This is an optimization exercise on Yosys and OpenROAD, whose aim is small area and a short achievable clock period, not a production implementation. In this exercise RTL edits were held to simulation tests only and were not proved equivalent to the original. Power is estimated from default activity; no workload was simulated.

==> flow/design.v (excerpt) <==
module riscvsingle(
	clk,
	n_rst,
	PC,
	Instr,
	MemWrite,
	ALUResult,
	WriteData,
	ReadData,
	byte_enable
);
Size in the first run: roughly 170 I/O pins, roughly 0.065 mm² of cells after synthesis.
export LEC_CHECK = 0
export CAP_MARGIN = 20
export CORE_MARGIN = 2
export CORE_UTILIZATION = 45
export CTS_CLUSTER_DIAMETER = 150
export CTS_CLUSTER_SIZE = 20
export PLACE_DENSITY = 0.6
export SLEW_MARGIN = 20
create_clock -name core_clock -period 16.5 [get_ports {clk}]
standard.sh (not shown) runs the stock make flow with config.mk's settings and CLKGATE_MAP_FILE= SYNTH_SCRIPT=/design/flow/synth_recipe.tcl, a recipe that flattens the netlist after the stock synthesis.
==> flow/flow/run.sh <==
#!/bin/bash
# The standard layout (the standard.sh, unchanged synthesis and steps),
# with one change: the buffers that ORFS puts on every input and output port
# are buf_2 cells instead of the default choice.
set -euo pipefail
bash standard.sh 'BUFFER_PORTS_ARGS=-buffer_cell sky130_fd_sc_hd__buf_2' finish > orfs_make.log 2>&1
Then changed:
--- a/flow/design.v
+++ b/flow/design.v
@@ -28,48 +28,20 @@
 	reg         subE, selSumE, selAndE, selOrE, selXorE, selSllE, selSrE, selSraE, selSltE, selSltuE;
 	reg  [31:0] ALUResultM, WDM;
 	reg  [3:0]  beM;
 	reg  [4:0]  RdM;
 	reg  [2:0]  f3M;
 	reg  [1:0]  ldOfsM;        
 	reg         regWM, memWM, loadM, jumpM;
-	reg  [31:0] ResultW;
-	reg  [4:0]  RdW;
-	reg         regWW;
 	reg  [31:0] rf [1:31];
 	wire [31:0] a = AE;
 	wire [32:0] sum = {1'b0, a} + {1'b0, BE} + {32'b0, subE};
-	wire [31:0] clt0 = ~(a | BE);
-	wire [31:0] ceq0 = a ^ BE;
-	wire [15:0] clt1, ceq1;
-	wire [7:0]  clt2, ceq2;
-	wire [3:0]  clt3, ceq3;
-	wire [1:0]  clt4, ceq4;
-	genvar c;
-	generate
-		for (c = 0; c < 16; c = c + 1) begin : CMP1
-			assign clt1[c] = clt0[2*c+1] | (ceq0[2*c+1] & clt0[2*c]);
-			assign ceq1[c] = ceq0[2*c+1] & ceq0[2*c];
-		end
-		for (c = 0; c < 8; c = c + 1) begin : CMP2
-			assign clt2[c] = clt1[2*c+1] | (ceq1[2*c+1] & clt1[2*c]);
-			assign ceq2[c] = ceq1[2*c+1] & ceq1[2*c];
-		end
-		for (c = 0; c < 4; c = c + 1) begin : CMP3
-			assign clt3[c] = clt2[2*c+1] | (ceq2[2*c+1] & clt2[2*c]);
-			assign ceq3[c] = ceq2[2*c+1] & ceq2[2*c];
-		end
-		for (c = 0; c < 2; c = c + 1) begin : CMP4
-			assign clt4[c] = clt3[2*c+1] | (ceq3[2*c+1] & clt3[2*c]);
-			assign ceq4[c] = ceq3[2*c+1] & ceq3[2*c];
-		end
-	endgenerate
-	wire        ltu = clt4[1] | (ceq4[1] & clt4[0]);                
-	wire        eq  = ceq4[1] & ceq4[0];
+	wire        ltu = ~sum[32];                               
 	wire        lt  = (ltu ^ a[31] ^ ~BE[31]) | (BE == 32'h7fff_ffff);  
+	wire        eq  = &(a ^ BE);
 	function [31:0] rev32(input [31:0] x);
 		integer k;
 		for (k = 0; k < 32; k = k + 1) rev32[k] = x[31 - k];
 	endfunction
 	wire [31:0] sh_in = selSllE ? rev32(a) : a;
 	wire [32:0] sh_x  = {selSraE & a[31], sh_in};
 	wire [32:0] sh_o  = $signed(sh_x) >>> shE;
@@ -175,20 +147,18 @@
 	wire [31:0] tx     = PCF ^ timm ^ 32'hffff_fffc;
 	wire [31:0] tc     = (PCF & timm) | ((PCF | timm) & 32'hffff_fffc);
 	wire [31:0] target = tx + {tc[30:0], 1'b0};
 	wire hitE1 = validE & regWE & (RdE == rs1) & (rs1 != 5'd0);
 	wire hitE2 = validE & regWE & (RdE == rs2) & (rs2 != 5'd0);
 	wire hitM1 = regWM & (RdM == rs1) & (rs1 != 5'd0);
 	wire hitM2 = regWM & (RdM == rs2) & (rs2 != 5'd0);
-	wire hitW1 = regWW & (RdW == rs1) & (rs1 != 5'd0);
-	wire hitW2 = regWW & (RdW == rs2) & (rs2 != 5'd0);
 	wire [31:0] rf1 = (rs1 == 5'd0) ? 32'h0 : rf[rs1];
 	wire [31:0] rf2 = (rs2 == 5'd0) ? 32'h0 : rf[rs2];
-	wire [31:0] rv1 = hitE1 ? ALUResultE : (hitM1 ? ResultM : (hitW1 ? ResultW : rf1));
-	wire [31:0] rv2 = hitE2 ? ALUResultE : (hitM2 ? ResultM : (hitW2 ? ResultW : rf2));
+	wire [31:0] rv1 = hitE1 ? ALUResultE : (hitM1 ? ResultM : rf1);
+	wire [31:0] rv2 = hitE2 ? ALUResultE : (hitM2 ? ResultM : rf2);
 	wire lwStall = validE & loadE & ((rs1 == RdE) | (rs2 == RdE));
 	wire flushE  = lwStall | redirect;
 	always @(posedge clk) begin
 		if (!n_rst)
 			PCF <= 32'h0;
 		else if (pcsrc1)
 			PCF <= XE;
@@ -239,24 +209,22 @@
 		RdM   <= RdE;
 		f3M   <= f3E;
 		ldOfsM <= loadE ? sum[1:0] : 2'b00;
 		regWM <= n_rst & validE & regWE;
 		memWM <= n_rst & validE & memWE;
 		loadM <= loadE;
 		jumpM <= jumpE;
-		ResultW <= ResultM;
-		RdW     <= RdM;
-		regWW   <= n_rst & regWM;
 	end
+	wire wenM = regWM & n_rst;
 	genvar i;
 	generate
 		for (i = 1; i < 32; i = i + 1) begin : RF
 			always @(posedge clk) begin
-				if (regWW && RdW == i)
-					rf[i] <= ResultW;
+				if (wenM && RdM == i)
+					rf[i] <= ResultM;
 			end
 		end
 	endgenerate
 	assign PC = PCF;
 	assign MemWrite = memWM;
 	assign ALUResult = ALUResultM;
 	assign WriteData = WDM;
Effect:
- cell count goes down by 1.4%
- non-clock buffer count goes up by 23
- synthesized cell count goes down by 2.4%
- clock power goes down by about 2%
- die area goes down by 2.3%
- utilization goes up by 0.18 points
- setup slack got worse by 660 ps
- total power goes down by about 9%
- area after synthesis goes down by about 2.4%
- first-iteration DRC count hardly moves
- sequential cell count goes down by 38
- combinational power goes down by 20%
- global-route usage goes down by 0.71 points
- final area goes down by about 1.6%

-- static timing again, ports no longer ideal --
The results above use ideal ports. As a check the final layouts listed here were re-extracted and re-timed, cells and wires unchanged. Step 1 sets driving cells, clkbuf_16 on the clock port and buf_2 on the other inputs (assumed; they add their load-dependent delay and slew). Step 2 moves the port delays by t, midway between the first and last clock arrival at a register: inputs arrive t later, outputs are due t later. That takes back most of the time a late clock gives input paths. Three values: ideal ports, drivers, drivers and shift; two values: the first two.
| run | t, ns | setup slack, ns | worst register clock-pin slew, ns | worst data-port slew with drivers (ns) |
|---|---|---|---|---|
| the first run | 0.820 | 10.810 / 10.843 / 10.049 | 0.11 / 0.11 | 0.04 |
| the second run | 0.837 | 10.151 / 10.206 / 9.369 | 0.11 / 0.11 | 0.09 |
After both steps setup and hold are still met in every run listed. The setup slack of the second run, which loses most, moves by +0.055 ns with the drivers and by -0.782 ns with both steps.
